Source: an optimization exercise on an open RTL-to-GDS flow (aim: a short achievable clock period and few clock cycles). Production flows keep margins and buffers that such runs may drop.
At most, simulation tests tie the RTL to the original design; equivalence was not proved.
Only the layout flow was run in runs 1 and 2; the RTL was not checked for function there.
Power figures rest on the tool's default switching activity, not on a simulated workload.

--- flow/config.mk ---
export PLATFORM = sky130hd
export DESIGN_NAME = cpu
export DESIGN_NICKNAME = cpu
export VERILOG_FILES = /design/flow/design.v
export SDC_FILE = /design/flow/constraint.sdc
export NUM_CORES = 4
export LEC_CHECK = 0
export CAP_MARGIN = 20
export CORE_MARGIN = 2
export CORE_UTILIZATION = 40
export SLEW_MARGIN = 20
--- flow/constraint.sdc ---
create_clock -name core_clock -period 4.0 [get_ports {CLOCK}]
set_input_delay 0.8000 -clock core_clock [delete_from_list [all_inputs] [get_ports {CLOCK}]]
set_output_delay 0.8000 -clock core_clock [all_outputs]
set_load 0.01 [all_outputs]
--- flow/design.v ---
module cpu (
    input  logic       CLOCK
  , input  logic       RESET
  , input  logic [7:0] read_bus
  , output logic [3:0] ctrl_bus
  , output logic [7:0] addr_bus
  , output logic [7:0] write_bus
  , output logic [7:0] OUT
);
  logic [7:0] a, sp, last;
  logic       fc, fz, fs, fo, fu;
  logic [7:0] addr_q, wd_q;
  logic       wr_q;
  logic [7:0] fp;                   
  logic       fpx;
  logic [7:0] hd, hd1, hd2;         
  logic       hfix;                 
  logic [4:0] hdw1;                 
  logic [7:0] buf_q [0:3];          
  logic [1:0] rp, wp;
  logic [3:0] qt;                   
  logic       pv;                   
  logic       rv;                   
  logic       ph;                   
  localparam logic [1:0] X_EX = 2'd0, X_A1 = 2'd1, X_A2 = 2'd2, X_A3 = 2'd3;
  logic       xv;
  logic [1:0] xs;
  logic       p_add, p_cmp, p_push, p_pop, p_alu, p_z, p_jcc;
  logic       p_r1, p_r2, p_w, p_wimm, p_dsta, p_dstsp;
  logic       p_ya, p_ysp, p_xa, p_xsp;
  logic [1:0] p_r1s, p_r2s;         
  logic [7:0] p_sb, p_db, p_tgt;
  logic [3:0] p_cc;
  logic [7:0] i_y;
  assign addr_bus  = addr_q;
  assign write_bus = wd_q;
  assign ctrl_bus  = {2'b00, wr_q, 1'b0};
  assign OUT       = a;
  logic [7:0] vq [0:2];
  always_comb begin
    for (int i = 0; i < 3; i++) vq[i] = qt[i] ? buf_q[rp + 2'(i)] : read_bus;
  end
  logic av1, av2, av3, av4;         
  assign av1 = qt[0] | rv;
  assign av2 = qt[1] | (qt[0] & rv);
  assign av3 = qt[2] | (qt[1] & rv);
  assign av4 = qt[3] | (qt[2] & rv);
  function automatic logic cond(input logic [3:0] cc, input logic c, input logic z,
                                input logic s, input logic v);
    logic b;
    case (cc[3:1])
      3'd0: b = v;
      3'd1: b = c;
      3'd2: b = z;
      3'd3: b = c | z;
      3'd4: b = s;
      3'd5: b = 1'b0;
      3'd6: b = s ^ v;
      default: b = z | (s ^ v);
    endcase
    cond = (cc[3:1] == 3'd5) | (b ^ cc[0]);
  endfunction
  logic [7:0] o;
  assign o = vq[0];
  logic d_mac, d_add, d_cmp, d_push, d_pop, d_jmp, d_jcc, d_nop, d_hlt;
  always_comb begin
    d_mac  = ~(o[7] & o[6]);
    d_add  = o[7:6] == 2'b01;
    d_cmp  = o[7:6] == 2'b10;
    d_push = o[7:3] == 5'b11000;
    d_pop  = o[7:3] == 5'b11001;
    d_jmp  = o == 8'b11010000;
    d_jcc  = o[7:4] == 4'b1110;
    d_nop  = o == 8'b11111110;
    d_hlt  = o[7:6] == 2'b11 & ~(d_push | d_pop | d_jmp | d_jcc | d_nop);
  end
  logic [2:0] sm, dm;
  assign sm = o[2:0];
  assign dm = d_pop ? o[2:0] : o[5:3];
  logic has_sb, has_db, d_r1, d_r2, d_w, d_dsta, d_dstsp;
  always_comb begin
    has_sb  = (d_mac | d_push) & sm[1];
    has_db  = (d_mac | d_pop) & (dm[1:0] == 2'b10);
    d_r1    = ((d_mac | d_push) & (sm[1:0] == 2'b01 | sm[1:0] == 2'b10)) | d_pop;
    d_r2    = (d_add | d_cmp) & (dm[1:0] == 2'b01 | dm[1:0] == 2'b10);
    d_w     = has_db | ((d_mac | d_pop) & dm == 3'b101) | d_push;
    d_dsta  = (d_mac | d_pop) & dm == 3'b000;
    d_dstsp = (d_mac | d_pop) & dm == 3'b100;
  end
  logic nb0, nb1, nb2;
  assign nb2 = has_sb & has_db;
  assign nb1 = (d_jmp | d_jcc) | (has_sb ^ has_db);
  assign nb0 = ~nb1 & ~nb2;
  logic bytes_ok;
  always_comb begin
    if (ph) bytes_ok = nb2 ? av2 : av1;
    else    bytes_ok = nb2 ? av3 : nb1 ? av2 : av1;
  end
  logic [3:0] cons_h;
  assign cons_h = ph ? {1'b0, nb2, nb1, nb0} : {nb2, nb1, nb0, 1'b0};
  logic [7:0] sb, db;
  always_comb begin
    sb = ph ? vq[0] : vq[1];
    case ({~ph, has_sb})
      2'b00:   db = vq[0];
      2'b01,
      2'b10:   db = vq[1];
      default: db = vq[2];
    endcase
  end
  logic [7:0] d_tgt;
  assign d_tgt = (ph ? hd1 : hd2) + sb;
  logic d_stable;
  assign d_stable = ~(xv & (p_add | p_cmp));
  logic d_jres, d_jtaken;
  assign d_jres   = d_jmp | (d_jcc & d_stable);
  assign d_jtaken = d_jmp | (d_jcc & d_stable & cond(o[3:0], fc, fz, fs, fo));
  logic x_done;
  always_comb begin
    case (xs)
      X_EX:    x_done = xv & ~p_r1 & ~p_r2;
      X_A3:    x_done = 1'b1;
      default: x_done = 1'b0;
    endcase
  end
  logic x_alu;
  assign x_alu = x_done & p_alu;
  logic [7:0] e_x, e_y;
  always_comb begin
    if (xs == X_A3 & p_r2) e_x = read_bus;
    else if (p_xa) e_x = a;
    else if (p_xsp) e_x = sp;
    else e_x = 8'd0;
    if (xs == X_A3 & p_r1) e_y = p_r2 ? i_y : read_bus;
    else if (p_ya) e_y = a;
    else if (p_ysp) e_y = sp;
    else e_y = p_sb;
  end
  logic [7:0] yy, sum, res;
  logic       c8, s8;
  logic       n_c, n_z, n_s, n_o, n_u;
  always_comb begin
    yy = p_cmp ? ~e_y : e_y;
    {c8, sum} = {1'b0, e_x} + {1'b0, yy} + {8'd0, p_cmp};
    s8 = e_x[7] ^ yy[7] ^ c8;
    n_c = p_cmp ? (c8 & (e_y != 8'd0)) : c8;
    n_z = sum == 8'd0;
    n_s = sum[7];
    n_o = ~s8 & sum[7];
    n_u = s8 & ~sum[7];
    res = p_add ? sum : p_cmp ? last : e_y;
  end
  logic [7:0] sp_inc, sp_dec;
  assign sp_inc = sp + 8'd1;
  assign sp_dec = sp - 8'd1;
  function automatic logic near_hd(input logic [7:0] x, input logic [7:0] h, input logic [4:0] h1);
    logic ram, nr;
    ram = x[7] | (x[6] & x[5]);
    nr = (x[7:3] == h[7:3]) | (x[7:3] == h1);
    near_hd = ram & nr;
  endfunction
  logic [7:0] x_waddr;
  logic       x_whit;
  always_comb begin
    if (p_wimm) begin
      x_waddr = p_db;
      x_whit  = near_hd(p_db, hd, hdw1);
    end else if (p_push) begin
      x_waddr = sp_dec;
      x_whit  = near_hd(sp_dec, hd, hdw1);
    end else if (p_pop) begin
      x_waddr = sp_inc;
      x_whit  = near_hd(sp_inc, hd, hdw1);
    end else begin
      x_waddr = sp;
      x_whit  = near_hd(sp, hd, hdw1);
    end
  end
  logic       x_rq, x_rqw;
  logic [7:0] x_addr;
  always_comb begin
    x_rq = 1'b0; x_rqw = 1'b0; x_addr = x_waddr;
    if (xv & xs == X_EX & p_r1) begin
      x_rq = 1'b1;
      x_addr = p_r1s == 2'd0 ? a : p_r1s == 2'd1 ? sp : p_sb;
    end else if (xv & xs == X_EX & p_r2) begin
      x_rq = 1'b1;
      x_addr = p_r2s == 2'd0 ? a : p_r2s == 2'd1 ? sp : p_db;
    end else if (xs == X_A1 & p_r1 & p_r2) begin
      x_rq = 1'b1;
      x_addr = p_r2s == 2'd0 ? a : p_r2s == 2'd1 ? sp : p_db;
    end else if (x_done & p_w) begin
      x_rq = 1'b1; x_rqw = 1'b1;
    end
  end
  logic xjt, xwh, xfl;
  assign xjt = xv & xs == X_EX & p_jcc & cond(p_cc, fc, fz, fs, fo);
  assign xwh = x_done & p_w & x_whit;
  assign xfl = xjt | xwh;
  logic x_free, dload, dredir, redir;
  assign x_free = ~xv | x_done;
  assign dload  = bytes_ok & x_free & ~xfl;
  assign dredir = dload & d_jtaken;
  assign redir  = xfl | dredir;
  logic [3:0] ch;                   
  assign ch = dload ? cons_h : 4'b0001;
  logic [7:0] rd_a;
  always_comb begin
    if (xjt) rd_a = p_tgt;
    else if (xwh) rd_a = hd;
    else rd_a = d_tgt;
  end
  logic [7:0] hd3, hd4;
  assign hd3 = hd + 8'd3;
  assign hd4 = hd + 8'd4;
  logic room;
  always_comb begin
    case ({pv, rv})
      2'b00: room = ~qt[3];
      2'b11: room = ~qt[1];
      default: room = ~qt[2];
    endcase
  end
  logic [3:0] qt_n;
  always_comb begin
    qt_n = ({4{ch[0]}} & {av4, av3, av2, av1})
         | ({4{ch[1]}} & {1'b0, av4, av3, av2})
         | ({4{ch[2]}} & {2'b00, av4, av3})
         | ({4{ch[3]}} & {3'b000, av4});
    if (redir) qt_n = 4'd0;
  end
  logic [7:0] fa;                   
  assign fa = fpx ? fp : fp + 8'd1;
  always_ff @(posedge CLOCK) begin
    if (RESET) begin
      a <= 8'd0; sp <= 8'h80; last <= 8'd0;
      fc <= 1'b0; fz <= 1'b0; fs <= 1'b0; fo <= 1'b0; fu <= 1'b0;
      addr_q <= 8'd0; wd_q <= 8'd0; wr_q <= 1'b0;
      fp <= 8'd0; fpx <= 1'b0;
      hd <= 8'd0; hd1 <= 8'd1; hd2 <= 8'd2; hdw1 <= 5'd1; hfix <= 1'b0;
      rp <= 2'd0; wp <= 2'd0;
      qt <= 4'd0; pv <= 1'b1; rv <= 1'b0; ph <= 1'b0;
      for (int i = 0; i < 4; i++) buf_q[i] <= 8'd0;
      xv <= 1'b0; xs <= X_EX;
      p_add <= 1'b0; p_cmp <= 1'b0; p_push <= 1'b0; p_pop <= 1'b0; p_alu <= 1'b0;
      p_z <= 1'b0; p_jcc <= 1'b0;
      p_r1 <= 1'b0; p_r2 <= 1'b0; p_w <= 1'b0; p_wimm <= 1'b0; p_dsta <= 1'b0; p_dstsp <= 1'b0;
      p_ya <= 1'b0; p_ysp <= 1'b0; p_xa <= 1'b0; p_xsp <= 1'b0;
      p_r1s <= 2'd0; p_r2s <= 2'd0;
      p_sb <= 8'd0; p_db <= 8'd0; p_tgt <= 8'd0; p_cc <= 4'd0;
      i_y <= 8'd0;
    end else begin
      if (rv) buf_q[wp] <= read_bus;
      qt <= qt_n;
      rv <= pv & ~redir;
      if (redir) begin
        rp <= 2'd0; wp <= 2'd0;
      end else begin
        wp <= wp + {1'b0, rv};
        case (1'b1)
          ch[1]:   rp <= rp + 2'd1;
          ch[2]:   rp <= rp + 2'd2;
          ch[3]:   rp <= rp + 2'd3;
          default: rp <= rp;
        endcase
      end
      case (1'b1)
        ch[1]:   begin hd <= hd1; hd1 <= hd2; hd2 <= hd3; hdw1 <= hd1[7:3] + 5'd1; end
        ch[2]:   begin hd <= hd2; hd1 <= hd3; hd2 <= hd4; hdw1 <= hd2[7:3] + 5'd1; end
        ch[3]:   begin hd <= hd3; hd1 <= hd4; hd2 <= hd + 8'd5; hdw1 <= hd3[7:3] + 5'd1; end
        default: begin hdw1 <= hd[7:3] + 5'd1; end
      endcase
      if (hfix) begin
        hd1 <= hd + 8'd1; hd2 <= hd + 8'd2;
      end
      if (redir) hd <= rd_a;
      hfix <= redir;
      if (x_rq) begin
        addr_q <= x_addr;
        wr_q   <= x_rqw;
        if (x_rqw) wd_q <= res;
        pv     <= 1'b0;
        if (redir) begin fp <= rd_a; fpx <= 1'b1; end
      end else if (redir) begin
        addr_q <= rd_a;
        wr_q   <= 1'b0;
        pv     <= 1'b1;
        fp     <= rd_a;
        fpx    <= 1'b0;
      end else if (room) begin
        addr_q <= fa;
        wr_q   <= 1'b0;
        pv     <= 1'b1;
        fp     <= fa;
        fpx    <= 1'b0;
      end else begin
        wr_q   <= 1'b0;
        pv     <= 1'b0;
      end
      if (x_alu) begin
        last <= res;
        if (p_dsta) a <= res;
        if (p_dstsp) sp <= res;
        else if (p_push) sp <= sp_dec;
        else if (p_pop) sp <= sp_inc;
        if (p_add | p_cmp) begin
          fc <= n_c; fz <= n_z; fs <= n_s; fo <= n_o; fu <= n_u;
        end
      end
      if (xv & xs == X_EX & p_z) last <= 8'd0;
      case (xs)
        X_EX: if (xv & (p_r1 | p_r2)) xs <= X_A1;
        X_A1: xs <= (p_r1 & p_r2) ? X_A2 : X_A3;
        X_A2: begin
          i_y <= read_bus;
          xs <= X_A3;
        end
        default: xs <= X_EX;
      endcase
      if (dload) ph <= d_hlt;
      if (x_free) begin
        xv <= dload;
        p_add <= d_add; p_cmp <= d_cmp; p_push <= d_push; p_pop <= d_pop;
        p_alu <= d_mac | d_push | d_pop;
        p_z <= d_jmp | d_jcc | d_nop | d_hlt;
        p_jcc <= d_jcc & ~d_jres;
        p_r1 <= d_r1; p_r2 <= d_r2; p_w <= d_w; p_wimm <= has_db;
        p_dsta <= d_dsta; p_dstsp <= d_dstsp;
        p_ya <= sm == 3'b000; p_ysp <= sm == 3'b100;
        p_xa <= dm == 3'b000; p_xsp <= dm == 3'b100;
        p_r1s <= d_pop ? 2'd1 : (sm[1:0] == 2'b10) ? 2'd2 : {1'b0, sm[2]};
        p_r2s <= (dm[1:0] == 2'b10) ? 2'd2 : {1'b0, dm[2]};
        p_sb <= sb; p_db <= db; p_tgt <= d_tgt; p_cc <= o[3:0];
      end else if (xjt) begin
        xv <= 1'b0;
      end
    end
  end
endmodule
--- flow/run.sh ---
#!/bin/bash
# synth_recipe.tcl (not shown) runs the flow's synth.tcl, then flattens the netlist and writes it again
# the make line also repeats each setting of config.mk as NAME=value (left out here)
make -C /OpenROAD-flow-scripts/flow DESIGN_CONFIG=/design/flow/config.mk WORK_HOME=/design/flow/orfs CLKGATE_MAP_FILE= SYNTH_SCRIPT=/design/flow/synth_recipe.tcl finish
==> results of run 1 <==
[kinds of logic (layout without fill, tap and decap cells)]
logic type / count (synthesis) / after routing / share of synthesized area
multiplexers: 134 / 134 / 0.126
AND/OR/NAND/NOR: 571 / 572 / 0.195
AO/OA/AOI/OAI: 440 / 440 / 0.207
flip-flops: 189 / 189 / 0.305
other: 1 / 3 / 0.000278
adder cells (fa/ha/maj): 45 / 45 / 0.0429
buffers and inverters: 194 / 368 / 0.0569
XOR/XNOR: 103 / 103 / 0.0670
[critical path, stage by stage, from the launching register on]
cell and delay [ns]:
dfxtp_4 0.40, mux4_2 0.55, mux2i_4 0.21, nand3_4 0.13, nor3_2 0.17, nand2b_4 0.18, ha_4 0.13, a21boi_4 0.20
ha_4 0.24, a21oi_4 0.13, a21oi_4 0.09, buf_4 0.14, buf_4 0.13, a21oi_4 0.17, nor2_4 0.05, and3_4 0.20
a222oi_1 0.34, o22ai_1 0.16, or4_1 0.54, a21oi_1 0.13
[routing by layer]
metal	track usage	up-vias	wire [um]
met3	0.0439	79	2210
met2	0.419	387	22000
met4	0.0848	0	1250
met5	0	-	0
li1	-	6315	-
met1	0.337	6473	20400
[placed cells by master (no fill, tap or decap), types with 14 or more instances in the layout]
cell               n
xnor2_1           63
a21o_1            14
mux2i_1           80
xor2_1            37
ha_1              38
nor3_1            23
and2_1            34
a211oi_1          24
inv_1             44
a21oi_1          145
o21ai_0           65
mux2_2            20
clkbuf_16         18
clkdlybuf4s50_1   32
and3_1            16
nand3_1           41
buf_6             23
edfxtp_1          32
a221oi_1          14
nand2_1          183
nor2_1           160
a21oi_2           15
mux4_2            24
buf_4            221
dfxtp_1          153
o211ai_1          19
[final cells by class]
class                           count  area [um^2]
Fill cell                        3211        16300
Multi-Input combinational cell   1297         9280
Timing Repair Buffer              285         2390
Tap cell                          448          561
Clock buffer                       21          482
Clock inverter                     11         78.8
Inverter                           51          196
Sequential cell                   189         4110
[Yosys cell counts (11+ instances only)]
master      n
nand2_1   193
nor2_1    177
a21oi_1   163
dfxtp_1   157
clkbuf_1  112
mux2i_1    82
o21ai_0    68
xnor2_1    66
inv_1      47
nand3_1    44
ha_1       43
xor2_1     37
and2_1     36
edfxtp_1   32
a211oi_1   31
nor3_1     28
mux4_2     24
mux2_2     21
o211ai_1   19
and3_1     18
a221oi_1   17
buf_1      16
a21o_1     14
a22oi_1    13
a31oi_1    13
o21ai_1    13
nand4_1    11
nor2b_1    11
[power breakdown]
group | switching (mW) | leakage (nW) | internal [mW]
Sequential | 0.553 | 1.62 | 2.34
Combinational | 4.26 | 4.79 | 3.87
Clock | 0.817 | 0.275 | 0.870
[timing repair]
action                                 CTS  global route
cloned                                   2             1
setup endpoints to repair               58            66
pin swaps                               22            46
resized for setup                       48           108
buffers inserted                        13            23
endpoints found under the hold margin    0             0
[worst paths after layout]
path | end | slack, ns | cells past startpoint
min reg2reg | last[7] | 0.46 | 2
max | hdw1[4] | -0.36 | 19
max reg2reg | hdw1[4] | -0.36 | 19
min | last[7] | 0.46 | 2
[stage by stage]
| step | setup WS [ns] | hold slack [ns] |
|---|---|---|
| floorplan | -0.365 | 0.427 |
| global placement | -0.619 | 0.438 |
| detailed placement | -0.705 | 0.444 |
| CTS | -0.305 | 0.455 |
| global route | -0.535 | 0.476 |
| finish | -0.356 | 0.456 |
==> results.cfg, run 1 <==
[run_status]
status = finished with violations
check.faults = setup timing

[pwr]
total_power_mw = 12.7
ir_worst_vdd_mv = 0.424
powerDensity_mw_per_mm2 = 743
power.leakage_nw = 6.68

[timing]
max_slew_margin = 0.447
min_period_ns = 4.36
fin_worst_skew_ns = 0.0149
max_freq_mhz = 230
period_share = 1.09
worstMarginPinSlew_ns = 0.827
finalHoldViolCount = 0
setup_viol = 37
setup_ws_ns = -0.356
rsz0062_at_grt = true
tns_ns = -5.32
finalMaxSlewViolations = 0

[setup_path]
required_ns = 4.38
cp.arrival_ns = 4.74
critPathLaunchType = flop
worstSetupPathType = reg -> reg
end_kind = flop
path_max_fanout = 6

[die]
dieHeight_um = 187
dieArea_mm2 = 0.0352
die_w_um = 187
start_util = 0.404
fp-row-count = 67
boundaryPins = 38
fp.coreArea_mm2 = 0.0334

[run]
maxCapViolations = 0

[clock_tree]
worstSkewPairLatency_ns = 0.46
cts_tree = yes
numCtsBuffers = 17
clock-sinks = 189
holdBufCountCts = 0
cts.clk_slew.worst_paths_ns = 0.08
cts_max_path_buffers = 2
root_buffer = clkbuf_16
htreeDepth = 4

[logic_synthesis]
synthArstFlopShare = 0
synth_top_area_cell = dfxtp_1
synth_seq_cells = 189
yosysTopAreaCellShare = 0.233
yosysWarnings = 2
synth_ff_type = dfxtp_1
syn_area_mm2 = 0.0135
syn_area_per_cell_um2 = 8.03
syn_inst = 1677
synth_area_leaders = dfxtp_1 23%, edfxtp_1 7.1%, mux2i_1 6.1%
ys_seq_area_frac = 0.305
synth_edf_count = 32
ys_types = 90

[detailed_routing]
wl_um = 45900
vias_per_cell = 5.76
wl_per_cell_um = 19.9
drtIter0Drc = 1157
ant_nets = 0
vias = 13300
drt-pass1-iter-count = 5
drc_errors = 0

[layout]
syn_to_final_growth_pct = 27.0
antenna-diode-count = 0
nets = 1896
largest_reg_flops = 32
top_register = buf_q
final_util = 0.513
finalInstanceArea_mm2 = 0.0171
instances_no_fill = 2302
drive_gt1_frac = 0.251

[min_path]
hp-start = last[7]
min_path_type = reg -> reg

[global_route]
grt_max_degree = 104
antenna_found_initial = 0
grt_pass1_vias = 12500
grt_use_total = 0.254
overflow = 0
grt_pass1_wl_um = 70400

[place]
gp_routability_congestion = 0.894
dp_hpwl_um = 33300
dp_cells = 2238
port_buffers = 34
dpl_cell_area_mm2 = 0.0156
==> run 2, diff against run 1 <==
--- a/flow/config.mk
+++ b/flow/config.mk
@@ -7,2 +7,3 @@
 export LEC_CHECK = 0
+export ABC_CLOCK_PERIOD_IN_PS = 2500
 export CAP_MARGIN = 20
@@ -10,2 +11,3 @@
 export CORE_UTILIZATION = 40
+export SETUP_SLACK_MARGIN = 1.5
 export SLEW_MARGIN = 20
==> results.cfg, run 2 <==
[setup_path]
path_cells = buf_6 > mux4_2 > mux2_4 > nor2_4 > nand2_2 > nand2_2 > ha_4 > a21boi_4 > ha_4 > a21oi_4 > a21oi_4 > mux2i_1 > a211o_1 > and3_4 > a222oi_1 > o22ai_2 > or4_1 > a21oi_1
required_ns = 4.38
cp.arrival_ns = 4.77
reg2reg_depth = 18
crit_family = compound AO/OA/AOI/OAI gates
end_kind = flop
worst-path-buf-inv = 1
worstSetupPathType = reg -> reg
reg2reg_slack_ns = -0.39
cp_slowest_cell = mux4_2
critPathLaunchType = flop
r2r-end = hdw1[4]
path_max_fanout = 5
critPathMaxStageDelay_ns = 0.54

[timing]
finalHoldViolCount = 0
max_slew_margin = 0.384
rsz0062_at_grt = true
max_freq_mhz = 228
worstMarginPinSlew_ns = 0.914
fin_worst_skew_ns = 0.0115
setup_viol = 58
finalMaxSlewViolations = 0
min_period_ns = 4.39
holdWs_ns = 0.456
period_share = 1.10
setup_ws_ns = -0.392

[die]
boundaryPins = 38
die_w_um = 187
fp.coreArea_mm2 = 0.0334
dieArea_mm2 = 0.0352
start_util = 0.404
fp-row-count = 67
dieHeight_um = 187

[detailed_routing]
wl_per_cell_um = 20.1
vias = 13600
drt-pass1-iter-count = 6
vias_per_cell = 5.79
drc_errors = 0
wl_um = 47300
ant_nets = 0
drtIter0Drc = 1175

[clock_tree]
cts_max_path_buffers = 2
root_buffer = clkbuf_16
clock-sinks = 189
numCtsBuffers = 17
worstSkewPairLatency_ns = 0.46
htreeDepth = 4
holdBufCountCts = 0
cts_tree = yes
cts.clk_slew.worst_paths_ns = 0.08

[pwr]
total_power_mw = 14.3
power.leakage_nw = 7.28
ir_worst_vdd_mv = 0.486
powerDensity_mw_per_mm2 = 766

[logic_synthesis]
yosysWarnings = 2
synth_ff_type = dfxtp_1
synthArstFlopShare = 0
synth_top_area_cell = dfxtp_1
synth_edf_count = 32
synth_common_cells = 193 x nand2_1, 177 x nor2_1, 163 x a21oi_1
yosysTopAreaCellShare = 0.233
syn_inst = 1677
synth_seq_cells = 189
ys_seq_area_frac = 0.305
ys_types = 90
syn_area_mm2 = 0.0135
synth_most_common_cell = nand2_1
synth_area_leaders = dfxtp_1 23%, edfxtp_1 7.1%, mux2i_1 6.1%
syn_area_per_cell_um2 = 8.03

[layout]
final_util = 0.558
largest_reg_flops = 32
final_common_cell = buf_4
n_fill_cell = 3034
register_area_mm2 = 0.00414
final_cell_mix = 220 x buf_4, 169 x nand2_1, 155 x nor2_1
multiInputGateArea_mm2 = 0.0101
instances_no_fill = 2354
drive_gt1_frac = 0.335
nets = 1949
antenna-diode-count = 0
syn_to_final_growth_pct = 38.3
top_register = buf_q
finalInstanceArea_mm2 = 0.0186

[global_route]
grt_max_degree = 67
antenna_found_initial = 0
grt_pass1_vias = 12900
overflow = 0
grt_use_total = 0.262
grt_pass1_wl_um = 73000

[min_path]
hp-start = p_tgt[0]
hold_path_end = p_tgt[0]
min_path_type = reg -> reg
hold_depth = 2

[run_status]
check.faults = setup timing
status = finished with violations

[place]
dp_hpwl_um = 33000
port_buffers = 34
dp_cells = 2228
gp_routability_congestion = 0.875
dpl_cell_area_mm2 = 0.0158

[run]
maxCapViolations = 0
[run 2: metal layers]
metal  vias to the layer above  part of all wire  global-route usage
li1                       6407                 -                   -
met1                      6686              0.44               0.363
met2                       470              0.48               0.432
met3                        68             0.055              0.0328
met4                         0             0.020              0.0666
met5                         -                 0                   0
[run 2: timing repair]
item	in CTS	in global routing
buffers inserted	64	31
endpoints found under the setup margin	116	119
resized for setup	223	118
pin swaps	59	51
[run 2: where the power goes]
group | leakage, nW | switching, mW | total, mW | internal (mW)
clock | 0.309 | 0.882 | 1.90 | 1.01
combinational | 5.35 | 4.78 | 9.44 | 4.66
sequential | 1.62 | 0.591 | 2.94 | 2.35
[run 2: logic make-up (layout without fill, tap and decap cells)]
group                      count (synthesis)  count (layout)  synth area share
AOI/OAI and AO/OA                        440             440             0.207
xor gates and xnor gates                 103             103            0.0670
adders and majority gates                 45              45            0.0429
buffers and inverters                    194             421            0.0569
DFF                                      189             189             0.305
muxes                                    134             134             0.126
other                                      1               3          0.000278
and+or+nand+nor                          571             571             0.195
[run 2: worst max-delay path by stage]
stage / slack, ns / cells past startpoint / to
final: -0.39 / 18 / hdw1[4]
after global routing: -0.56 / 18 / hdw1[4]
after CTS: -0.31 / 19 / hd1[5]
after detailed placement: -0.78 / 18 / hd2[5]
after global placement: -0.65 / 18 / hd2[5]
after floorplan: -0.35 / 19 / hdw1[4]
[run 2: final cells by class]
| cell class | count | share of cell area |
|---|---|---|
| tap | 448 | 0.0301 |
| timing repair buffer | 339 | 0.163 |
| multi-input combinational | 1296 | 0.541 |
| inverter | 51 | 0.0103 |
| clock inverter | 14 | 0.0105 |
| clock buffer | 17 | 0.0228 |
| sequential | 189 | 0.222 |
[run 2: per-stage QoR]
| stage | setup TNS (ns) | setup slack, ns |
|---|---|---|
| floorplan | -1.97 | -0.353 |
| global placement | -26.16 | -0.648 |
| detailed placement | -34.36 | -0.779 |
| CTS | -5.83 | -0.313 |
| global route | -22.04 | -0.565 |
| finish | -11.15 | -0.392 |
[run 2: worst reg2reg max path: stages, from the launching register on]
cell	delay [ns]
dfxtp_2	0.36
buf_6	0.12
mux4_2	0.54
mux2_4	0.30
nor2_4	0.14
nand2_2	0.06
nand2_2	0.09
ha_4	0.13
a21boi_4	0.22
ha_4	0.24
a21oi_4	0.15
a21oi_4	0.10
mux2i_1	0.12
a211o_1	0.31
and3_4	0.22
a222oi_1	0.40
o22ai_2	0.14
or4_1	0.53
a21oi_1	0.13
==> run 3, diff against run 2 <==
--- a/flow/design.v
+++ b/flow/design.v
@@ -15,6 +15,9 @@
   logic       fpx;
-  logic [7:0] hd, hd1, hd2;         
-  logic       hfix;                 
-  logic [4:0] hdw1;                 
-  logic [7:0] buf_q [0:3];          
+  logic [7:0] ra;                   
+  logic [4:0] hb, hbm1, hbp1, hbp2;  
+  logic [7:0] b_d [0:3];
+  logic [7:0] b_a [0:3];
+  logic [7:0] b_t [0:3];            
+  logic [2:0] b_n [0:3];            
+  logic [1:0] b_j [0:3];            
   logic [1:0] rp, wp;
@@ -38,5 +41,35 @@
   assign OUT       = a;
-  logic [7:0] vq [0:2];
-  always_comb begin
-    for (int i = 0; i < 3; i++) vq[i] = qt[i] ? buf_q[rp + 2'(i)] : read_bus;
+  function automatic logic [2:0] opnb(input logic [7:0] o);
+    logic mac, push, pop, jmp, jcc, hs, hd, n1, n2;
+    logic [2:0] dm;
+    mac  = ~(o[7] & o[6]);
+    push = o[7:3] == 5'b11000;
+    pop  = o[7:3] == 5'b11001;
+    jmp  = o == 8'b11010000;
+    jcc  = o[7:4] == 4'b1110;
+    dm   = pop ? o[2:0] : o[5:3];
+    hs   = (mac | push) & o[1];
+    hd   = (mac | pop) & (dm[1:0] == 2'b10);
+    n2   = hs & hd;
+    n1   = jmp | jcc | (hs ^ hd);
+    opnb = {n2, n1, ~n1 & ~n2};
+  endfunction
+  logic [2:0] rb_n;
+  logic [1:0] rb_j;
+  logic [7:0] rb_t;
+  assign rb_n = opnb(read_bus);
+  assign rb_j = {read_bus == 8'b11010000, read_bus[7:4] == 4'b1110};
+  assign rb_t = ra + read_bus + 8'd1;
+  logic [7:0] vq0, vq1, vq2, vt0, vt1, va0;
+  logic [2:0] vn0;
+  logic [1:0] vj0;
+  always_comb begin
+    vq0 = qt[0] ? b_d[rp] : read_bus;
+    vt0 = qt[0] ? b_t[rp] : rb_t;
+    vn0 = qt[0] ? b_n[rp] : rb_n;
+    vj0 = qt[0] ? b_j[rp] : rb_j;
+    va0 = qt[0] ? b_a[rp] : ra;
+    vq1 = qt[1] ? b_d[rp + 2'd1] : read_bus;
+    vt1 = qt[1] ? b_t[rp + 2'd1] : rb_t;
+    vq2 = qt[2] ? b_d[rp + 2'd2] : read_bus;
   end
@@ -47,2 +80,5 @@
   assign av4 = qt[3] | (qt[2] & rv);
+  logic [7:0] fa, hd;
+  assign fa = fpx ? fp : fp + 8'd1;
+  assign hd = qt[0] ? b_a[rp] : rv ? ra : pv ? addr_q : fa;
   function automatic logic cond(input logic [3:0] cc, input logic c, input logic z,
@@ -63,3 +99,3 @@
   logic [7:0] o;
-  assign o = vq[0];
+  assign o = vq0;
   logic d_mac, d_add, d_cmp, d_push, d_pop, d_jmp, d_jcc, d_nop, d_hlt;
@@ -71,4 +107,4 @@
     d_pop  = o[7:3] == 5'b11001;
-    d_jmp  = o == 8'b11010000;
-    d_jcc  = o[7:4] == 4'b1110;
+    d_jmp  = vj0[1];
+    d_jcc  = vj0[0];
     d_nop  = o == 8'b11111110;
@@ -89,21 +125,17 @@
   end
-  logic nb0, nb1, nb2;
-  assign nb2 = has_sb & has_db;
-  assign nb1 = (d_jmp | d_jcc) | (has_sb ^ has_db);
-  assign nb0 = ~nb1 & ~nb2;
   logic bytes_ok;
   always_comb begin
-    if (ph) bytes_ok = nb2 ? av2 : av1;
-    else    bytes_ok = nb2 ? av3 : nb1 ? av2 : av1;
+    if (ph) bytes_ok = vn0[2] ? av2 : av1;
+    else    bytes_ok = vn0[2] ? av3 : vn0[1] ? av2 : av1;
   end
   logic [3:0] cons_h;
-  assign cons_h = ph ? {1'b0, nb2, nb1, nb0} : {nb2, nb1, nb0, 1'b0};
+  assign cons_h = ph ? {1'b0, vn0} : {vn0, 1'b0};
   logic [7:0] sb, db;
   always_comb begin
-    sb = ph ? vq[0] : vq[1];
+    sb = ph ? vq0 : vq1;
     case ({~ph, has_sb})
-      2'b00:   db = vq[0];
+      2'b00:   db = vq0;
       2'b01,
-      2'b10:   db = vq[1];
-      default: db = vq[2];
+      2'b10:   db = vq1;
+      default: db = vq2;
     endcase
@@ -111,3 +143,3 @@
   logic [7:0] d_tgt;
-  assign d_tgt = (ph ? hd1 : hd2) + sb;
+  assign d_tgt = ph ? vt0 : vt1;
   logic d_stable;
@@ -146,3 +178,3 @@
     n_c = p_cmp ? (c8 & (e_y != 8'd0)) : c8;
-    n_z = sum == 8'd0;
+    n_z = ((e_x ^ yy) == {(e_x[6:0] | yy[6:0]), p_cmp});
     n_s = sum[7];
@@ -155,24 +187,16 @@
   assign sp_dec = sp - 8'd1;
-  function automatic logic near_hd(input logic [7:0] x, input logic [7:0] h, input logic [4:0] h1);
-    logic ram, nr;
-    ram = x[7] | (x[6] & x[5]);
-    nr = (x[7:3] == h[7:3]) | (x[7:3] == h1);
-    near_hd = ram & nr;
-  endfunction
+  logic x_whit;
+  always_comb begin
+    logic hit_db, hit_sp;
+    hit_db = (p_db[7] | (p_db[6] & p_db[5])) & ((p_db[7:3] == hb) | (p_db[7:3] == hbp1));
+    hit_sp = (sp[7] | (sp[6] & (sp[5] | sp[4:0] == 5'h1f)))
+           & ((sp[7:3] == hbm1) | (sp[7:3] == hb) | (sp[7:3] == hbp1) | (sp[7:3] == hbp2));
+    x_whit = p_wimm ? hit_db : hit_sp;
+  end
   logic [7:0] x_waddr;
-  logic       x_whit;
   always_comb begin
-    if (p_wimm) begin
-      x_waddr = p_db;
-      x_whit  = near_hd(p_db, hd, hdw1);
-    end else if (p_push) begin
-      x_waddr = sp_dec;
-      x_whit  = near_hd(sp_dec, hd, hdw1);
-    end else if (p_pop) begin
-      x_waddr = sp_inc;
-      x_whit  = near_hd(sp_inc, hd, hdw1);
-    end else begin
-      x_waddr = sp;
-      x_whit  = near_hd(sp, hd, hdw1);
-    end
+    if (p_wimm) x_waddr = p_db;
+    else if (p_push) x_waddr = sp_dec;
+    else if (p_pop) x_waddr = sp_inc;
+    else x_waddr = sp;
   end
@@ -212,5 +236,2 @@
   end
-  logic [7:0] hd3, hd4;
-  assign hd3 = hd + 8'd3;
-  assign hd4 = hd + 8'd4;
   logic room;
@@ -231,4 +252,2 @@
   end
-  logic [7:0] fa;                   
-  assign fa = fpx ? fp : fp + 8'd1;
   always_ff @(posedge CLOCK) begin
@@ -238,7 +257,9 @@
       addr_q <= 8'd0; wd_q <= 8'd0; wr_q <= 1'b0;
-      fp <= 8'd0; fpx <= 1'b0;
-      hd <= 8'd0; hd1 <= 8'd1; hd2 <= 8'd2; hdw1 <= 5'd1; hfix <= 1'b0;
+      fp <= 8'd0; fpx <= 1'b0; ra <= 8'd0;
+      hb <= 5'd0; hbm1 <= 5'h1f; hbp1 <= 5'd1; hbp2 <= 5'd2;
       rp <= 2'd0; wp <= 2'd0;
       qt <= 4'd0; pv <= 1'b1; rv <= 1'b0; ph <= 1'b0;
-      for (int i = 0; i < 4; i++) buf_q[i] <= 8'd0;
+      for (int i = 0; i < 4; i++) begin
+        b_d[i] <= 8'd0; b_a[i] <= 8'd0; b_t[i] <= 8'd0; b_n[i] <= 3'd0; b_j[i] <= 2'd0;
+      end
       xv <= 1'b0; xs <= X_EX;
@@ -252,5 +273,8 @@
     end else begin
-      if (rv) buf_q[wp] <= read_bus;
+      if (rv) begin
+        b_d[wp] <= read_bus; b_a[wp] <= ra; b_t[wp] <= rb_t; b_n[wp] <= rb_n; b_j[wp] <= rb_j;
+      end
       qt <= qt_n;
       rv <= pv & ~redir;
+      ra <= addr_q;
       if (redir) begin
@@ -266,13 +290,6 @@
       end
-      case (1'b1)
-        ch[1]:   begin hd <= hd1; hd1 <= hd2; hd2 <= hd3; hdw1 <= hd1[7:3] + 5'd1; end
-        ch[2]:   begin hd <= hd2; hd1 <= hd3; hd2 <= hd4; hdw1 <= hd2[7:3] + 5'd1; end
-        ch[3]:   begin hd <= hd3; hd1 <= hd4; hd2 <= hd + 8'd5; hdw1 <= hd3[7:3] + 5'd1; end
-        default: begin hdw1 <= hd[7:3] + 5'd1; end
-      endcase
-      if (hfix) begin
-        hd1 <= hd + 8'd1; hd2 <= hd + 8'd2;
-      end
-      if (redir) hd <= rd_a;
-      hfix <= redir;
+      hb <= hd[7:3];
+      hbm1 <= hd[7:3] - 5'd1;
+      hbp1 <= hd[7:3] + 5'd1;
+      hbp2 <= hd[7:3] + 5'd2;
       if (x_rq) begin
@@ -333,4 +350,2 @@
         p_sb <= sb; p_db <= db; p_tgt <= d_tgt; p_cc <= o[3:0];
-      end else if (xjt) begin
-        xv <= 1'b0;
       end
--- a/flow/config.mk
+++ b/flow/config.mk
@@ -7,3 +7,3 @@
 export LEC_CHECK = 0
-export ABC_CLOCK_PERIOD_IN_PS = 2500
+export ABC_CLOCK_PERIOD_IN_PS = 1500
 export CAP_MARGIN = 20
@@ -11,3 +11,3 @@
 export CORE_UTILIZATION = 40
-export SETUP_SLACK_MARGIN = 1.5
+export GPL_TIMING_DRIVEN = 1
 export SLEW_MARGIN = 20
==> results.cfg, run 3 <==
[logic_synthesis]
synth_ff_type = dfxtp_1
synthArstFlopShare = 0
ys_types = 91
synth_edf_count = 116
synth_top_area_cell = edfxtp_1
synth_most_common_cell = nor2_1
synth_seq_cells = 269
ys_seq_area_frac = 0.397
yosysTopAreaCellShare = 0.211
syn_inst = 1762
syn_area_per_cell_um2 = 9.36
yosysWarnings = 1
syn_area_mm2 = 0.0165
synth_area_leaders = edfxtp_1 21%, dfxtp_1 19%, mux4_2 6.8%
synth_common_cells = 202 x nor2_1, 168 x nand2_1, 153 x dfxtp_1

[place]
preCtsSetupSlack_ns = -0.234
gp_routability_congestion = 0.890
dp_hpwl_um = 36900
dpl_cell_area_mm2 = 0.0181
port_buffers = 34

[pwr]
ir_worst_vdd_mv = 0.292
p_seq_frac = 0.321
p_int_mw = 7.80
sw_frac_of_total = 0.399
p_sw_mw = 5.19
powerDensity_mw_per_mm2 = 678
clkPwrFrac = 0.233
pwr-share-comb = 0.447
power.leakage_nw = 7.41

[timing]
finalHoldViolCount = 0
max_freq_mhz = 272
setup_viol = 0
min_period_ns = 3.68
finalMaxSlewViolations = 0
max_slew_margin = 0.439
tns_ns = 0
worstMarginPinSlew_ns = 0.840
setup_ws_ns = 0.322
period_share = 0.920
fin_worst_skew_ns = 0.0118
rsz0062_at_grt = false

[global_route]
grt_pass1_wl_um = 79100
overflow = 0
grt_max_degree = 69
grt_pass1_vias = 13100
antenna_found_initial = 0
grt_use_total = 0.234

[layout]
final_common_cell = nor2_1
syn_to_final_growth_pct = 16.2
final_cell_mix = 202 x nor2_1, 167 x nand2_1, 150 x dfxtp_1, 150 x buf_4, 132 x a21oi_1
register_area_mm2 = 0.00655
multiInputGateArea_mm2 = 0.00917
finalInstanceArea_mm2 = 0.0192
antenna-diode-count = 0
nets = 1904
n_fill_cell = 3836
reg_top3 = b_a x32, b_d x32, b_t x32
drive_gt1_frac = 0.163

[setup_path]
critPathLaunchType = primary input
cp.arrival_ns = 4.14
path_max_fanout = 12
path_cells = clkdlybuf4s50_1 > buf_4 > or4b_4 > nor4_1 > a211oi_1 > a2111oi_4 > o311ai_4 > o211ai_4 > buf_4 > nor3_1 > o21ai_0 > nand2_1
cp_common_cell = buf_4
required_ns = 4.47
crit_family = compound AO/OA/AOI/OAI gates
cp_slowest_cell = or4b_4
critPathMaxStageDelay_ns = 0.58
worstSetupPathType = in -> reg
end_kind = flop
worst-path-buf-inv = 3

[die]
boundaryPins = 38
fp.coreArea_mm2 = 0.0407
die_w_um = 207
dieArea_mm2 = 0.0429
start_util = 0.405
dieHeight_um = 207
fp-row-count = 74

[detailed_routing]
wl_per_cell_um = 21.5
vias = 13800
ant_nets = 0
drtIter0Drc = 1318
drt-pass1-iter-count = 5
wl_um = 51500
drc_errors = 0
vias_per_cell = 5.75

[clock_tree]
cts_tree = yes
post_cts_buffers = 0
numCtsBuffers = 29
cts.clk_slew.worst_paths_ns = 0.06
cts_max_path_buffers = 3
clock-sinks = 269
worstSkewPairLatency_ns = 0.58
root_buffer = clkbuf_16
htreeDepth = 1

[min_path]
min_path_type = reg -> reg

[run]
maxCapViolations = 0

[run_status]
status = finished clean
[run 3: layer usage]
metal	vias up	routed length, um	track usage	share of wire
li1	6508	-	-	-
met1	6745	23600	0.335	0.46
met2	465	23200	0.370	0.45
met3	79	3230	0.0311	0.063
met4	0	1430	0.0702	0.028
met5	-	0	0	0
[run 3: area by class of cell]
class / instances / area share
sequential: 269 / 0.342
inverter: 57 / 0.0112
clock buffer: 38 / 0.0422
clock inverter: 15 / 0.0135
timing repair buffer: 185 / 0.0781
tap: 532 / 0.0347
multi-input combinational: 1302 / 0.478
[run 3: cells by family after synthesis]
kind of cell    share of synthesized area
compound gates                      0.157
xor+xnor                           0.0452
fa+ha+maj                          0.0389
buf+inv                            0.0474
flops                               0.397
mux                                 0.137
other cells                      0.000227
simple gates                        0.178
[run 3: timing repair]
| item | 4_1_cts | 5_1_grt |
|---|---|---|
| resized for setup | 0 | 1 |
| setup endpoints to repair | 0 | 7 |
| hold buffers | 0 | 0 |
[run 3: path summary, 6_finish.rpt]
check                                  to        start  slack [ns]  depth (start not counted)
worst max-delay path            addr_q[6]  read_bus[2]        0.32                         12
worst min-delay path             p_tgt[2]     p_tgt[2]        0.46                          2
worst max register to register    p_db[7]         flop        0.35                         13
worst min register to register   p_tgt[2]     p_tgt[2]        0.46                          2
[run 3: tightest hold or removal path: stages (launching register included)]
cell and delay (ns):
dfxtp_1 0.31, nand2_1 0.05, a21oi_1 0.05
[run 3: stage by stage]
| stage | hold slack, ns | utilization | instances | power, mW |
|---|---|---|---|---|
| finish | 0.460 | 0.470 | 2398 | 13.0 |
| global route | 0.487 | 0.470 | 2398 | 13.7 |
| CTS | 0.458 | 0.470 | 2398 | 12.9 |
| detailed placement | 0.449 | 0.444 | 2345 | 9.91 |
| global placement | 0.438 | 0.444 | 2345 | 9.84 |
| floorplan | 0.429 | - | 1764 | 7.74 |
[run 3: power by group through the flow]
stage                     clock network [mW]  registers (mW)  logic [mW]
final                                   3.02            4.16        5.80
after global routing                    3.16            4.24        6.30
after CTS                               3.05            4.15        5.74
after detailed placement                   0            4.20        5.71
after global placement                     0            4.18        5.66
after floorplan                            0            3.76        3.99
Testbench counts of run 3, summed over its fixed seeds: cycles 22,212.
==> run 4, diff against run 3 <==
--- a/flow/config.mk
+++ b/flow/config.mk
@@ -7,3 +7,2 @@
 export LEC_CHECK = 0
-export ABC_CLOCK_PERIOD_IN_PS = 1500
 export CAP_MARGIN = 20
@@ -11,3 +10,3 @@
 export CORE_UTILIZATION = 40
-export GPL_TIMING_DRIVEN = 1
+export SETUP_SLACK_MARGIN = 1.5
 export SLEW_MARGIN = 20
==> results.cfg, run 4 <==
[logic_synthesis]
yosysWarnings = 1
synth_most_common_cell = nor2_1
synth_edf_count = 116
syn_area_per_cell_um2 = 9.36
ys_types = 91
syn_inst = 1762
synth_seq_cells = 269
synth_ff_type = dfxtp_1
synthArstFlopShare = 0
synth_common_cells = 202 x nor2_1, 168 x nand2_1, 153 x dfxtp_1
synth_area_leaders = edfxtp_1 21%, dfxtp_1 19%, mux4_2 6.8%
synth_top_area_cell = edfxtp_1
syn_area_mm2 = 0.0165
ys_seq_area_frac = 0.397
yosysTopAreaCellShare = 0.211

[min_path]
hold_depth = 2
hold_path_end = p_tgt[0]
min_path_type = reg -> reg
hp-start = p_tgt[0]

[global_route]
antenna_found_initial = 0
grt_pass1_vias = 13600
grt_use_total = 0.244
overflow = 0
grt_pass1_wl_um = 82800
grt_max_degree = 64

[run]
maxCapViolations = 0

[run_status]
status = finished clean

[clock_tree]
cts_tree = yes
clock-sinks = 269
htreeDepth = 1
cts.clk_slew.worst_paths_ns = 0.06
cts_max_path_buffers = 3
root_buffer = clkbuf_16
worstSkewPairLatency_ns = 0.59
numCtsBuffers = 31
holdBufCountCts = 0

[timing]
finalHoldViolCount = 0
period_share = 0.772
max_slew_margin = 0.484
setup_viol = 0
finalMaxSlewViolations = 0
min_period_ns = 3.09
max_freq_mhz = 324
rsz0062_at_grt = true
fin_worst_skew_ns = 0.0154
holdWs_ns = 0.455
worstMarginPinSlew_ns = 0.766

[pwr]
ir_worst_vdd_mv = 0.411
powerDensity_mw_per_mm2 = 680
power.leakage_nw = 8.25

[die]
fp.coreArea_mm2 = 0.0407
dieArea_mm2 = 0.0429
fp-row-count = 74
start_util = 0.405
dieHeight_um = 207
boundaryPins = 38
die_w_um = 207

[detailed_routing]
wl_per_cell_um = 22.0
drtIter0Drc = 1269
drc_errors = 0
vias = 14500
wl_um = 55000
vias_per_cell = 5.80
ant_nets = 0
drt-pass1-iter-count = 5

[setup_path]
crit_start = p_ysp
reg2reg_depth = 16
end_kind = flop
worstSetupPathType = reg -> reg
critPathLaunchType = flop
r2r-end = sp[7]
reg2reg_slack_ns = 0.91
path_max_fanout = 5
required_ns = 4.44
cp.arrival_ns = 3.53
worstReg2RegStart = p_ysp

[layout]
reg_top3 = b_a x32, b_d x32, b_t x32
syn_to_final_growth_pct = 31.2
antenna-diode-count = 0
drive_gt1_frac = 0.319
final_cell_mix = 198 x buf_4, 189 x nor2_1, 147 x nand2_1
instances_no_fill = 2504
nets = 2009
final_common_cell = buf_4
finalInstanceArea_mm2 = 0.0216

[place]
gp_routability_congestion = 0.893
dp_cells = 2331
dp_hpwl_um = 37400
port_buffers = 34
dpl_cell_area_mm2 = 0.0183
## run 4: repair_timing
| action | CTS | global route |
|---|---|---|
| pin swaps | 57 | 71 |
| hold endpoints to repair | 0 | 0 |
| setup buffers | 64 | 48 |
| gates resized for setup | 176 | 162 |
| gates cloned | 2 | 3 |
| setup endpoints to repair | 224 | 112 |
## run 4: worst max-delay path by stage
stage | slack, ns | end | cells after the start
after floorplan | 0.61 | fp[5] | 14
after global placement | 0.003 | sp[7] | 16
after detailed placement | -0.07 | sp[7] | 16
after CTS | 0.86 | sp[6] | 15
after global routing | 0.78 | sp[7] | 16
final | 0.91 | sp[7] | 16
## run 4: cell families after synthesis
logic type,after synthesis,share of synthesized area
other cells,1,0.000227
flops,269,0.397
xor+xnor,85,0.0452
buf+inv,193,0.0474
fa+ha+maj,50,0.0389
simple gates,620,0.178
mux,154,0.137
compound gates,390,0.157
## run 4: metrics by stage
step | power [mW] | TNS, ns | setup WS, ns | util
floorplan | 8.01 | 0 | 0.613 | -
global placement | 9.99 | 0 | 0.00328 | 0.449
detailed placement | 10.1 | -0.0983 | -0.0722 | 0.450
CTS | 13.6 | 0 | 0.864 | 0.502
global route | 15.5 | 0 | 0.781 | 0.531
finish | 14.7 | 0 | 0.913 | 0.531
## run 4: area by class of cell
class | instances | area [um^2]
Inverter | 57 | 231
Multi-Input combinational cell | 1302 | 10600
Clock inverter | 14 | 180
Clock buffer | 42 | 837
Timing Repair Buffer | 288 | 2560
Fill cell | 3591 | 19100
Tap cell | 532 | 666
Sequential cell | 269 | 6590
## run 4: power breakdown
| part | switching, mW | leakage, nW | internal [mW] |
|---|---|---|---|
| Sequential | 0.702 | 2.47 | 3.45 |
| Combinational | 4.13 | 5.29 | 3.52 |
| Clock | 1.18 | 0.491 | 1.71 |
## run 4: critical path: stages, from the launching register on
cell and delay, ns:
dfxtp_4 0.39, mux2i_1 0.23, o21ai_1 0.10, nand2_1 0.09, o21ai_2 0.06, xor2_1 0.18
inv_1 0.10, ha_4 0.26, buf_4 0.14, a21oi_4 0.12, nand2b_4 0.14, nand4_1 0.14
a31oi_4 0.27, xor2_2 0.19, a21oi_2 0.09, a2111oi_2 0.37, a31oi_1 0.07
## run 4: per-layer routing
metal  wire, um  global-route usage  share of wire  vias up
li1           -                   -              -     6715
met1      24000               0.342           0.44     7177
met2      26100               0.398           0.47      522
met3       3310              0.0293          0.060      112
met4       1620              0.0680          0.029        0
met5          0                   0              0        -
==> run 5, diff against run 4 <==
--- a/flow/config.mk
+++ b/flow/config.mk
@@ -10,3 +10,4 @@
 export CORE_UTILIZATION = 40
-export SETUP_SLACK_MARGIN = 1.5
+export SETUP_SLACK_MARGIN = 2.5
 export SLEW_MARGIN = 20
+export TNS_END_PERCENT = 100
==> results.cfg, run 5 <==
[run_status]
status = finished clean

[clock_tree]
cts.clk_slew.worst_paths_ns = 0.07
cts_max_path_buffers = 3
cts_tree = yes
root_buffer = clkbuf_16
htreeDepth = 1
numCtsBuffers = 30
clock-sinks = 269
worstSkewPairLatency_ns = 0.58

[detailed_routing]
wl_per_cell_um = 23.9
wl_um = 62100
drt-pass1-iter-count = 6
vias = 15500
ant_nets = 0
drc_errors = 0
drtIter0Drc = 1565
vias_per_cell = 5.97

[die]
die_w_um = 207
dieArea_mm2 = 0.0429
fp-row-count = 74
dieHeight_um = 207
boundaryPins = 38
fp.coreArea_mm2 = 0.0407
start_util = 0.405

[global_route]
use_met1 = 0.345
overflow = 0
grt_max_degree = 59
met2_usage = 0.432
met3_usage = 0.0323
grt_busiest_layer = met2
grt_pass1_wl_um = 87000
grt_pass1_vias = 14400
antenna_found_initial = 0
grt_use_total = 0.258

[setup_path]
reg2reg_slack_ns = 0.88
crit_start = p_ysp
required_ns = 4.51
critPathLaunchType = flop
end_kind = flop
cp.arrival_ns = 3.62
path_max_fanout = 6
r2r-end = fc
worstSetupPathType = reg -> reg
worstReg2RegStart = p_ysp
reg2reg_depth = 17

[logic_synthesis]
yosysTopAreaCellShare = 0.211
syn_area_mm2 = 0.0165
synth_top_area_cell = edfxtp_1
syn_inst = 1762
synth_ff_type = dfxtp_1
synth_area_leaders = edfxtp_1 21%, dfxtp_1 19%, mux4_2 6.8%
synth_common_cells = 202 x nor2_1, 168 x nand2_1, 153 x dfxtp_1
synth_seq_cells = 269
synthArstFlopShare = 0
synth_edf_count = 116
ys_types = 91
yosysWarnings = 1
synth_most_common_cell = nor2_1
syn_area_per_cell_um2 = 9.36
ys_seq_area_frac = 0.397

[place]
gp_routability_congestion = 0.917
preCtsSetupSlack_ns = -0.165
dp_cells = 2293
dp_hpwl_um = 37100
port_buffers = 34

[min_path]
hold_path_end = p_tgt[7]
min_path_type = reg -> reg
hp-start = p_tgt[7]
hold_depth = 2

[timing]
finalMaxSlewViolations = 0
min_period_ns = 3.12
setup_ws_ns = 0.883
tns_ns = 0
finalHoldViolCount = 0
rsz0062_at_grt = true
max_slew_margin = 0.495
max_freq_mhz = 321
fin_worst_skew_ns = 0.00919
worstMarginPinSlew_ns = 0.757
period_share = 0.779
setup_viol = 0

[layout]
final_util = 0.592
nets = 2103
antenna-diode-count = 0
reg_top3 = b_a x32, b_d x32, b_t x32
final_cell_mix = 183 x buf_4, 167 x nor2_1, 136 x buf_6
n_fill_cell = 3228
final_common_cell = buf_4
instances_no_fill = 2598
syn_to_final_growth_pct = 46.4
register_area_mm2 = 0.00667
multiInputGateArea_mm2 = 0.0117
drive_gt1_frac = 0.437

[run]
maxCapViolations = 0

[pwr]
total_power_mw = 16.5
powerDensity_mw_per_mm2 = 684
ir_worst_vdd_mv = 0.392
power.leakage_nw = 9.19
[run 5: cell counts after synthesis]
No cell type changed its count.
[run 5: metrics by stage]
step	area, um^2	hold WS (ns)
floorplan	17700	0.432
global placement	18500	0.442
detailed placement	18500	0.450
CTS	21900	0.456
global route	24100	0.468
finish	24100	0.462
[run 5: critical path: stages (launching register included)]
cell and delay, ns:
dfxtp_4 0.38, buf_6 0.12, mux2i_2 0.14, o21ai_2 0.22, nand2_2 0.09, o21ai_4 0.09
xor2_2 0.20, inv_2 0.08, fa_2 0.35, nor2b_1 0.13, o21ai_1 0.10, a21boi_1 0.22
o21ai_2 0.10, buf_4 0.15, a21boi_4 0.17, o21ai_1 0.09, a211o_1 0.28, a21oi_1 0.13
[run 5: kinds of logic after synthesis]
| group | after synthesis | share of synthesized area |
|---|---|---|
| AO/OA/AOI/OAI | 390 | 0.157 |
| XOR/XNOR | 85 | 0.0452 |
| adder cells (fa/ha/maj) | 50 | 0.0389 |
| buffers and inverters | 193 | 0.0474 |
| flip-flops | 269 | 0.397 |
| multiplexers | 154 | 0.137 |
| other | 1 | 0.000227 |
| AND/OR/NAND/NOR | 620 | 0.178 |
[run 5: where the power goes]
part / leakage (nW) / switching, mW / internal, mW
Combinational: 6.22 / 4.96 / 4.43
Sequential: 2.48 / 0.744 / 3.47
Clock: 0.485 / 1.19 / 1.72
Total: 9.19 / 6.89 / 9.61
[run 5: cell type report]
| class | instances | area share |
|---|---|---|
| Multi-Input combinational cell | 1320 | 0.486 |
| Tap cell | 532 | 0.0276 |
| Clock buffer | 39 | 0.0342 |
| Inverter | 57 | 0.0118 |
| Clock inverter | 16 | 0.00830 |
| Timing Repair Buffer | 365 | 0.156 |
| Sequential cell | 269 | 0.276 |
[run 5: how the worst max path moves through the flow]
stage / to / slack, ns
after global placement: sp[7] / -0.08
after global routing: sp[5] / 0.78
after floorplan: fp[5] / 0.61
after detailed placement: fp[7] / -0.17
final: fc / 0.88
after CTS: addr_q[1] / 0.89
[run 5: what timing repair did]
item                                    4_1_cts  5_1_grt
gates resized for setup                     444      299
hold buffers                                  0        0
buffers inserted                            131       93
endpoints found under the setup margin      391      386
gates cloned                                 12       14
pin swaps                                    82      135
[run 5: layer usage]
layer  vias to the layer above  share of wire
met1                      7659           0.40
met2                       706           0.48
met4                         0          0.047
met3                       182          0.072
met5                         -              0
li1                       6962              -
==> run 6, diff against run 5 <==
--- a/flow/config.mk
+++ b/flow/config.mk
@@ -10,4 +10,2 @@
 export CORE_UTILIZATION = 40
-export SETUP_SLACK_MARGIN = 2.5
 export SLEW_MARGIN = 20
-export TNS_END_PERCENT = 100
==> results.cfg, run 6 <==
[run_status]
status = finished clean

[layout]
reg_top3 = b_a x32, b_d x32, b_t x32
final_common_cell = nor2_1
antenna-diode-count = 0
final_cell_mix = 202 x nor2_1, 167 x nand2_1, 150 x dfxtp_1, 150 x buf_4, 132 x a21oi_1
drive_gt1_frac = 0.163
n_fill_cell = 3836
nets = 1904
register_area_mm2 = 0.00655
syn_to_final_growth_pct = 16.2
multiInputGateArea_mm2 = 0.00917

[global_route]
grt_use_total = 0.234
antenna_found_initial = 0
overflow = 0
grt_pass1_vias = 13100
grt_pass1_wl_um = 79100
grt_max_degree = 69

[setup_path]
worstSetupPathType = in -> reg
cp_slowest_cell = or4b_4
path_cells = clkdlybuf4s50_1 > buf_4 > or4b_4 > nor4_1 > a211oi_1 > a2111oi_4 > o311ai_4 > o211ai_4 > buf_4 > nor3_1 > o21ai_0 > nand2_1
reg2reg_depth = 13
crit_family = compound AO/OA/AOI/OAI gates
reg2reg_slack_ns = 0.35
end_kind = flop
crit_start = read_bus[2]
cp_common_cell = buf_4
critPathMaxStageDelay_ns = 0.58
cp.arrival_ns = 4.14
r2r-end = p_db[7]
path_max_fanout = 12
critPathLaunchType = primary input
required_ns = 4.47
worst-path-buf-inv = 3

[logic_synthesis]
ys_types = 91
yosysTopAreaCellShare = 0.211
syn_area_mm2 = 0.0165
synth_most_common_cell = nor2_1
synth_seq_cells = 269
syn_inst = 1762
synth_top_area_cell = edfxtp_1
ys_seq_area_frac = 0.397
yosysWarnings = 1
syn_area_per_cell_um2 = 9.36
synth_edf_count = 116
synth_common_cells = 202 x nor2_1, 168 x nand2_1, 153 x dfxtp_1
synth_area_leaders = edfxtp_1 21%, dfxtp_1 19%, mux4_2 6.8%
synthArstFlopShare = 0
synth_ff_type = dfxtp_1

[timing]
finalHoldViolCount = 0
rsz0062_at_grt = false
worstMarginPinSlew_ns = 0.840
holdWs_ns = 0.460
max_freq_mhz = 272
fin_worst_skew_ns = 0.0118
tns_ns = 0
finalMaxSlewViolations = 0
setup_viol = 0
max_slew_margin = 0.439
setup_ws_ns = 0.322
min_period_ns = 3.68
period_share = 0.920

[detailed_routing]
ant_nets = 0
wl_um = 51500
drc_errors = 0
vias_per_cell = 5.75
vias = 13800
drtIter0Drc = 1318
drt-pass1-iter-count = 5
wl_per_cell_um = 21.5

[clock_tree]
cts.clk_slew.worst_paths_ns = 0.06
root_buffer = clkbuf_16
holdBufCountCts = 0
cts_max_path_buffers = 3
cts_tree = yes
cts_resized = 0
clock-sinks = 269
numCtsBuffers = 29
worstSkewPairLatency_ns = 0.58
post_cts_buffers = 0
htreeDepth = 1

[min_path]
hp-start = p_tgt[2]
min_path_type = reg -> reg
hold_path_end = p_tgt[2]
hold_depth = 2

[pwr]
power.leakage_nw = 7.41
powerDensity_mw_per_mm2 = 678
ir_worst_vdd_mv = 0.292

[die]
fp.coreArea_mm2 = 0.0407
fp-row-count = 74
dieHeight_um = 207
dieArea_mm2 = 0.0429
boundaryPins = 38
start_util = 0.405
die_w_um = 207

[run]
maxCapViolations = 0

[place]
gp_routability_congestion = 0.890
port_buffers = 34
dp_hpwl_um = 36900
preCtsSetupSlack_ns = -0.234
[run 6: cell counts after synthesis]
No cell type changed its count.
[run 6: worst max path at each step]
stage	slack [ns]	cells past startpoint	to
finish	0.32	12	addr_q[6]
global route	0.02	16	fo
CTS	0.36	13	sp[7]
detailed placement	-0.23	13	sp[7]
global placement	-0.25	13	sp[7]
floorplan	0.15	14	addr_q[0]
[run 6: power breakdown]
group,switching (mW),leakage [nW],internal (mW)
logic,3.31,4.43,2.49
registers,0.728,2.46,3.44
clock network,1.15,0.523,1.87
[run 6: routing by layer]
metal	wire (um)	GRT usage
met1	23600	0.335
met2	23200	0.370
met3	3230	0.0311
met4	1430	0.0702
met5	0	0
[run 6: area by class of cell]
type                       count  share of cell area
timing repair buffer         185              0.0781
inverter                      57              0.0112
clock inverter                15              0.0135
sequential                   269               0.342
clock buffer                  38              0.0422
tap                          532              0.0347
multi-input combinational   1302               0.478
[run 6: tightest hold or removal path, delay by kind of cell, from the launching register on]
kind	cells	cell delay [ns]
flip-flops	1	0.31
AND/OR/NAND/NOR	1	0.05
AO/OA/AOI/OAI	1	0.05
[run 6: kinds of logic after synthesis]
logic type	after synthesis	share of synthesized area
and+or+nand+nor	620	0.178
AOI/OAI and AO/OA	390	0.157
DFF	269	0.397
buffers and inverters	193	0.0474
muxes	154	0.137
xor gates and xnor gates	85	0.0452
adders and majority gates	50	0.0389
other	1	0.000227
[run 6: through the flow]
stage / area (um^2) / util / std cells / power [mW]
floorplan: 16500 / - / 1764 / 7.74
global placement: 18100 / 0.444 / 2345 / 9.84
detailed placement: 18100 / 0.444 / 2345 / 9.91
CTS: 19200 / 0.470 / 2398 / 12.9
global route: 19200 / 0.470 / 2398 / 13.7
finish: 19200 / 0.470 / 2398 / 13.0

[re-timing with driven ports]
In the flow no input, the clock included, has a driving cell. The finished layouts below were timed again as built, in two steps. Step 1 (the two cells are an assumption about what drives the block):
set clk [get_ports {CLOCK}]
set_driving_cell -lib_cell sky130_fd_sc_hd__clkbuf_16 $clk
set_driving_cell -lib_cell sky130_fd_sc_hd__buf_2 [delete_from_list [all_inputs] $clk]
Step 2 times the ports against the registers' clock, not the clock port: input delays grow and output delays shrink by t, the midpoint of the rising clock arrivals with the driver on. Three values: ideal, step 1, step 2; two values: the first two.
| run | t, ns | setup slack, ns | worst setup path at the end | slew at the worst register clock pin (ns) | pins driven straight from the clock port |
|---|---|---|---|---|---|
| run 1 | 0.502 | -0.356 / -0.356 / -0.750 | input to register | 0.08 / 0.08 | 1 |
| run 2 | 0.510 | -0.392 / -0.392 / -0.712 | input to register | 0.08 / 0.08 | 1 |
| run 3 | 0.627 | 0.322 / 0.353 / -0.273 | input to register | 0.07 / 0.07 | 1 |
| run 4 | 0.637 | 0.913 / 0.913 / 0.345 | input to register | 0.06 / 0.06 | 1 |
| run 5 | 0.625 | 0.883 / 0.883 / 0.295 | input to register | 0.07 / 0.07 | 1 |
| run 6 | 0.627 | 0.322 / 0.353 / -0.273 | input to register | 0.07 / 0.07 | 1 |
With both steps, setup timing fails in run 3 and run 6, where it was met with ideal ports.
